From an optimization exercise on the open Yosys and OpenROAD flow, aimed at small area and a short achievable clock period; shortcuts taken in it are not production practice. The RTL was checked by simulation tests, not by an equivalence proof against the original design.

==> flow/design.v <==
`timescale 1ns / 1ps
module sha256_pipe2_base ( clk, i_state, i_data, out );
	parameter STAGES = 3;
	input clk;
	input [255:0] i_state;
	input [511:0] i_data;
	output [255:0] out;
	localparam Ks = {
		32'h428a2f98, 32'h71374491, 32'hb5c0fbcf, 32'he9b5dba5,
		32'h3956c25b, 32'h59f111f1, 32'h923f82a4, 32'hab1c5ed5,
		32'hd807aa98, 32'h12835b01, 32'h243185be, 32'h550c7dc3,
		32'h72be5d74, 32'h80deb1fe, 32'h9bdc06a7, 32'hc19bf174,
		32'he49b69c1, 32'hefbe4786, 32'h0fc19dc6, 32'h240ca1cc,
		32'h2de92c6f, 32'h4a7484aa, 32'h5cb0a9dc, 32'h76f988da,
		32'h983e5152, 32'ha831c66d, 32'hb00327c8, 32'hbf597fc7,
		32'hc6e00bf3, 32'hd5a79147, 32'h06ca6351, 32'h14292967,
		32'h27b70a85, 32'h2e1b2138, 32'h4d2c6dfc, 32'h53380d13,
		32'h650a7354, 32'h766a0abb, 32'h81c2c92e, 32'h92722c85,
		32'ha2bfe8a1, 32'ha81a664b, 32'hc24b8b70, 32'hc76c51a3,
		32'hd192e819, 32'hd6990624, 32'hf40e3585, 32'h106aa070,
		32'h19a4c116, 32'h1e376c08, 32'h2748774c, 32'h34b0bcb5,
		32'h391c0cb3, 32'h4ed8aa4a, 32'h5b9cca4f, 32'h682e6ff3,
		32'h748f82ee, 32'h78a5636f, 32'h84c87814, 32'h8cc70208,
		32'h90befffa, 32'ha4506ceb, 32'hbef9a3f7, 32'hc67178f2  
	};
	function [31:0] f_E0;
		input [31:0] x;
		f_E0 = ( {x[1:0],x[31:2]} ^ {x[12:0],x[31:13]} ^ {x[21:0],x[31:22]} );
	endfunction
	function [31:0] f_E1;
		input [31:0] x;
		f_E1 = ( {x[5:0],x[31:6]} ^ {x[10:0],x[31:11]} ^ {x[24:0],x[31:25]} );
	endfunction
	function [31:0] f_S0;
		input [31:0] x;
		f_S0 = ( { x[6:4] ^ x[17:15], {x[3:0], x[31:7]} ^ {x[14:0],x[31:18]} ^ x[31:3] } );
	endfunction
	function [31:0] f_S1;
		input [31:0] x;
		f_S1 = ( { x[16:7] ^ x[18:9], {x[6:0], x[31:17]} ^ {x[8:0],x[31:19]} ^ x[31:10] } );
	endfunction
	genvar i;
	wire [512*(STAGES+1)-1:0] data_all;
	wire [224*(STAGES+1)-1:0] state_all;
	wire [32*(STAGES+1)-1:0] t1_p1_all;
	wire [32*(STAGES+1)-1:0] data15_p2_all;
	generate
    	    for (i = 0; i <= STAGES; i = i + 1) begin : S
		reg [511:0] data;
		reg [223:0] state;
		reg [31:0] t1_p1;
		reg [31:0] data15_p2;
		assign data_all[512*i +: 512] = data;
		assign state_all[224*i +: 224] = state;
		assign t1_p1_all[32*i +: 32] = t1_p1;
		assign data15_p2_all[32*i +: 32] = data15_p2;
		if(i == 0) 
		begin
		    always @ (posedge clk)
		    begin
			data <= i_data;
			state <= i_state[223:0];
			t1_p1 <= i_state[(((7)+1)*(32)-1):((7)*(32))] + i_data[(((0)+1)*(32)-1):((0)*(32))] + Ks[(((63)+1)*(32)-1):((63)*(32))];
		    end
		end else
		begin
		    reg [511:0] data_buf;
		    reg [223:0] state_buf;
		    reg [31:0] data15_p1, data15_p3, t1;
		    wire [511:0] prev_data = data_all[512*(i-1) +: 512];
		    wire [223:0] prev_state = state_all[224*(i-1) +: 224];
		    always @ (posedge clk)
		    begin
			data_buf <= prev_data;
			data[479:0] <= data_buf[511:32];
			data15_p1 <= f_S1( prev_data[(((15)+1)*(32)-1):((15)*(32))] );											 
			data15_p2 <= data15_p1;														 
			data15_p3 <= ( ( i == 1 ) ? f_S1( prev_data[(((14)+1)*(32)-1):((14)*(32))] ) : data15_p2_all[32*(i-1) +: 32] ) + prev_data[(((9)+1)*(32)-1):((9)*(32))] + prev_data[(((0)+1)*(32)-1):((0)*(32))];	 
			data[(((15)+1)*(32)-1):((15)*(32))] <= f_S0( data_buf[(((1)+1)*(32)-1):((1)*(32))] ) + data15_p3;										 
    	    		state_buf <= prev_state;													 
		        t1 <= ( (prev_state[(((6)+1)*(32)-1):((6)*(32))]) ^ ((prev_state[(((4)+1)*(32)-1):((4)*(32))]) & ((prev_state[(((5)+1)*(32)-1):((5)*(32))]) ^ (prev_state[(((6)+1)*(32)-1):((6)*(32))]))) ) + f_E1( prev_state[(((4)+1)*(32)-1):((4)*(32))] ) + t1_p1_all[32*(i-1) +: 32];	 
	                state[(((0)+1)*(32)-1):((0)*(32))] <= ( ((state_buf[(((0)+1)*(32)-1):((0)*(32))]) & (state_buf[(((1)+1)*(32)-1):((1)*(32))])) | ((state_buf[(((2)+1)*(32)-1):((2)*(32))]) & ((state_buf[(((0)+1)*(32)-1):((0)*(32))]) | (state_buf[(((1)+1)*(32)-1):((1)*(32))]))) ) + f_E0( state_buf[(((0)+1)*(32)-1):((0)*(32))] ) + t1;		 
			state[(((1)+1)*(32)-1):((1)*(32))] <= state_buf[(((0)+1)*(32)-1):((0)*(32))];												 
			state[(((2)+1)*(32)-1):((2)*(32))] <= state_buf[(((1)+1)*(32)-1):((1)*(32))];												 
			state[(((3)+1)*(32)-1):((3)*(32))] <= state_buf[(((2)+1)*(32)-1):((2)*(32))];												 
			state[(((4)+1)*(32)-1):((4)*(32))] <= state_buf[(((3)+1)*(32)-1):((3)*(32))] + t1;											 
			state[(((5)+1)*(32)-1):((5)*(32))] <= state_buf[(((4)+1)*(32)-1):((4)*(32))];												 
			state[(((6)+1)*(32)-1):((6)*(32))] <= state_buf[(((5)+1)*(32)-1):((5)*(32))];												 
			t1_p1 <= state_buf[(((6)+1)*(32)-1):((6)*(32))] + data_buf[(((1)+1)*(32)-1):((1)*(32))] + Ks[((((127-i) & 63)+1)*(32)-1):(((127-i) & 63)*(32))];							 
		    end
		end
	    end
	endgenerate
	reg [31:0] state7, state7_buf;
	always @ (posedge clk)
	begin
	    state7_buf <= state_all[224*(STAGES-1) + 192 +: 32];
	    state7 <= state7_buf;
	end
 	assign out[223:0] = state_all[224*STAGES +: 224];
	assign out[255:224] = state7;
endmodule
module sha256_pipe3 ( clk, state, state2, data, hash );
	input clk;
	input [255:0] state, state2;
	input [511:0] data;
	output reg [255:0] hash;
	wire [255:0] out;	
	sha256_pipe2_base #( .STAGES(3) ) P (
	    .clk(clk),
	    .i_state(state),
	    .i_data(data),
	    .out(out)
	);
	always @ (posedge clk)
	begin
		 hash[255:0] <= out[255:0];
	end 
endmodule
==> flow/run.sh <==
#!/bin/bash
# synth_recipe.tcl (not shown) runs the flow's synth.tcl, then flattens the netlist and writes it again
# the make line also repeats each setting of config.mk as NAME=value (left out here)
make -C /OpenROAD-flow-scripts/flow DESIGN_CONFIG=/design/flow/config.mk WORK_HOME=/design/flow/orfs CLKGATE_MAP_FILE= SYNTH_SCRIPT=/design/flow/synth_recipe.tcl finish
==> flow/config.mk <==
export PLATFORM = sky130hd
export DESIGN_NAME = sha256_pipe3
export DESIGN_NICKNAME = sha256_pipe3
export VERILOG_FILES = /design/flow/design.v
export SDC_FILE = /design/flow/constraint.sdc
export NUM_CORES = 4
export LEC_CHECK = 0
export CAP_MARGIN = 20
export CORE_MARGIN = 2
export CORE_UTILIZATION = 40
export SLEW_MARGIN = 20
==> flow/constraint.sdc <==
create_clock -name core_clock -period 4.2 [get_ports {clk}]
set_input_delay 0.8400 -clock core_clock [delete_from_list [all_inputs] [get_ports {clk}]]
set_output_delay 0.8400 -clock core_clock [all_outputs]
set_load 0.01 [all_outputs]
==> impl_metrics.tcl <==
set metrics [dict create \
    r2r_cells 16 \
    ys_warn_count 2 \
    cts_tree "built" \
    path_clk_slew_ns 0.06 \
    critPathLaunchType "register" \
    clk-insertion-delay-late_ns 0.89 \
    grt_start_max_net_pins 19 \
    cap_violations 0 \
    path_cells "buf_12 > xor2_2 > xnor2_2 > fa_1 > inv_1 > ha_1 > a21oi_1 > o21ai_0 > a211oi_1 > a211oi_1 > a21oi_1 > o211ai_1 > a221o_1 > buf_4 > a211o_1 > o311ai_0" \
    cts_hold_buf 0 \
    end_kind "register" \
    hpwlAfterDp_microns 216000 \
    drc_errors 0 \
    syn_area_sq_um 76200 \
    crit_arrival_ns 4.81 \
    synthFlopType "dfxtp_1" \
    r2r-end "P.S[2].genblk1.t1[28]" \
    synth_area_per_cell_sq_um 11.9 \
    drv_slew 0 \
    finalWirelength_microns 256000 \
    synth_seq_cells 2240 \
    crit_start "P.S[1].state[155]" \
    clockBufferDepth 3 \
    ys_seq_area_share_pct 58.8 \
    placementRows 160 \
    yosysUniqueCellTypes 89 \
    cts_max_level 4 \
    synth_edf_count 0 \
    crit_type "register to register" \
    overflow 0 \
    start_util_pct 40.2 \
    async_flop_share_pct 0 \
    finalCriticalPeriod_ns 4.11 \
    dieArea_sq_um 194000 \
    place_area_sq_um 88600 \
    hold_ws_ns 0.256 \
    outcome "finished clean" \
    cts_num_sinks 2240 \
    grt_pass1_vias 48800 \
    num-nets-final 9265 \
    io_buffers 608 \
    io_pins 1281 \
    drtIter0Drc 3856 \
    setup_viol 0 \
    antenna_found_initial 55 \
    fmax_ghz 0.243 \
    cpPeakStageDelay_ns 0.48 \
    grt_util_all_layers_pct 25.9 \
    crit_path_top_delay_cell "fa_1" \
    finalSetupTns_ns 0 \
    vias 49100 \
    die_w_microns 441 \
    dieHeight_microns 441 \
    hold_class "register to register" \
    drive_gt1_share_pct 11.5 \
    gp_congestion 0.961 \
    timing.rr.start "P.S[1].state[155]" \
    synth_commonest_cells "2240 x dfxtp_1, 761 x inv_1, 464 x xnor2_1" \
    skew_ns 0.0735 \
    dr.pass1.iters 8 \
    grt_pass1_wl_microns 352000 \
    endpoint "P.S[2].genblk1.t1[28]" \
    synth_area_leaders "dfxtp_1 59%, ha_1 7.5%, xnor2_1 5.3%" \
    worstMarginPinSlew_ns 0.950 \
    synth_top_area_share_pct 58.8 \
    critPathRequiredTime_ns 4.89 \
    coreArea_sq_um 190000 \
    ant_nets 0 \
    hold_violations 0 \
    cts_buffers 213 \
    crit_path_max_fanout 4 \
    vias_per_cell 4.77 \
    yosysTopAreaCell "dfxtp_1" \
    r2r_slack_ns 0.09 \
    clock-root-buffer "clkbuf_16" \
    fin_crit_sh_pct 97.9 \
    synthToLayoutAreaGrowth_pct 26.6 \
    wl_per_cell_microns 24.9 \
    syn_inst 6416 \
    synthesis.nets 8095 \
    max-slew-margin-rel_pct 36.0 \
    finalInstanceArea_sq_um 96500 \
    yosysMostFrequentCell "dfxtp_1" \
]
-- cell usage in the layout (no fill, tap or decap), types with 18 or more instances in the layout --
cell type	netlist	layout
nand2_1	159	159
nand2b_1	35	35
o21bai_1	50	50
dfxtp_1	2240	2232
clkbuf_8	0	39
buf_4	0	394
buf_12	0	23
o211ai_1	18	18
inv_1	761	761
nand4_1	37	37
and3_1	34	34
mux2i_1	89	89
a21o_1	276	276
nor2_1	167	166
clkdlybuf4s50_1	0	608
clkbuf_1	67	27
nor2b_1	42	42
fa_1	198	193
clkinv_2	0	35
xor2_1	266	263
xnor2_1	464	455
ha_1	456	454
bufinv_16	0	23
a211oi_1	34	30
o21ai_0	231	224
nand3_1	64	63
clkbuf_16	0	213
nor3_1	49	49
a21oi_1	335	327
a31oi_1	31	30
o21a_1	46	45
diode_2	0	19
-- registers in the layout, indices dropped and copies added, names as in the netlist --
name / cells
P.S.state: 896
P.S.genblk1.state_buf: 640
hash: 256
P.S.data: 96
P.S.t1_p1: 96
P.S.genblk1.data_buf: 96
P.S.genblk1.t1: 96
P.state7: 32
P.state7_buf: 32
-- through the flow --
stage	worst slack [ns]	cells	util [%]
finish	0.0887	10300	50.9
global route	-0.0208	10300	50.8
CTS	0.00132	10300	50.7
global placement	-0.399	9881	46.7
floorplan	0.322	6416	-
detailed placement	-0.418	9881	46.7
-- worst max-delay path, delay by kind of cell, from the launching register on --
family,cells,cell delay (ns)
AO/OA/AOI/OAI,9,2.04
XOR/XNOR,2,0.44
adder cells (fa/ha/maj),2,0.72
buffers and inverters,3,0.41
flip-flops,1,0.33
-- layout make-up --
type | instances | area (sq um)
fill | 16800 | 93300
sequential | 2240 | 44900
multi-input combinational | 3345 | 28600
timing repair buffer | 1025 | 9500
clock buffer | 279 | 5970
tap | 2511 | 3140
inverter | 761 | 2860
clock inverter | 111 | 1600
antenna | 19 | 47.5
-- worst min-delay path by stage --
stage	from	to	slack [ns]	cells after the start
6_report	P.S[1].state[42]	P.S[2].genblk1.state_buf[42]	0.26	0
4_1_cts	P.S[1].state[42]	P.S[2].genblk1.state_buf[42]	0.27	0
2_1_floorplan	P.S[1].genblk1.data_buf[64]	P.S[1].data[32]	0.31	0
5_1_grt	P.S[1].state[42]	P.S[2].genblk1.state_buf[42]	0.29	0
3_5_place_dp	P.S[0].data[72]	P.S[1].genblk1.data_buf[72]	0.31	0
3_3_place_gp	P.S[1].state[13]	P.S[2].genblk1.state_buf[13]	0.31	0
-- per-layer routing --
layer / global-route usage (%) / vias to the layer above / wire length (microns) / part of all wire (%)
met5: 0 / - / 177 / 0.069
met4: 8.75 / 28 / 8680 / 3.4
met3: 4.85 / 365 / 16200 / 6.3
met2: 39.8 / 1726 / 111000 / 43
met1: 36.6 / 23500 / 120000 / 47
li1: - / 23500 / - / -
-- cell families after synthesis --
| family | after synthesis | synth area share [%] |
|---|---|---|
| compound gates | 1190 | 10.3 |
| xor+xnor | 730 | 8.39 |
| fa+ha+maj | 666 | 12.8 |
| buf+inv | 831 | 4.10 |
| flops | 2240 | 58.8 |
| mux | 100 | 1.33 |
| simple gates | 659 | 4.23 |
-- what timing repair did --
action                                  CTS  global route
pin swaps                                 2            31
endpoints found under the setup margin   21            37
resized for setup                        13            53
setup buffers                             0             1

-- what the ideal ports hide --
How much do the figures lean on ideal ports? The routed layout below was timed once more, with nothing changed but the port constraints.
Step 1 (the two cells are an assumption about what drives the block):
set clk [get_ports {clk}]
set_driving_cell -lib_cell sky130_fd_sc_hd__clkbuf_16 $clk
set_driving_cell -lib_cell sky130_fd_sc_hd__buf_2 [delete_from_list [all_inputs] $clk]
Step 2 times the ports against the registers' clock, not the clock port: input delays grow and output delays shrink by t, the midpoint of the rising clock arrivals with the driver on.
Slacks: no drivers / after step 1 / after step 2; pairs: no drivers / after step 1.
t, ns: 0.950
setup WS [ns]: 0.089 / 0.089 / -0.373
latest minus earliest clock arrival (ns): 0.076 / 0.076
cell pins on the clock port's net: 1
With both steps, setup timing fails in this run, where it was met with ideal ports. The setup slack of this run moves by 0.000 ns with the drivers and by -0.462 ns with both steps.
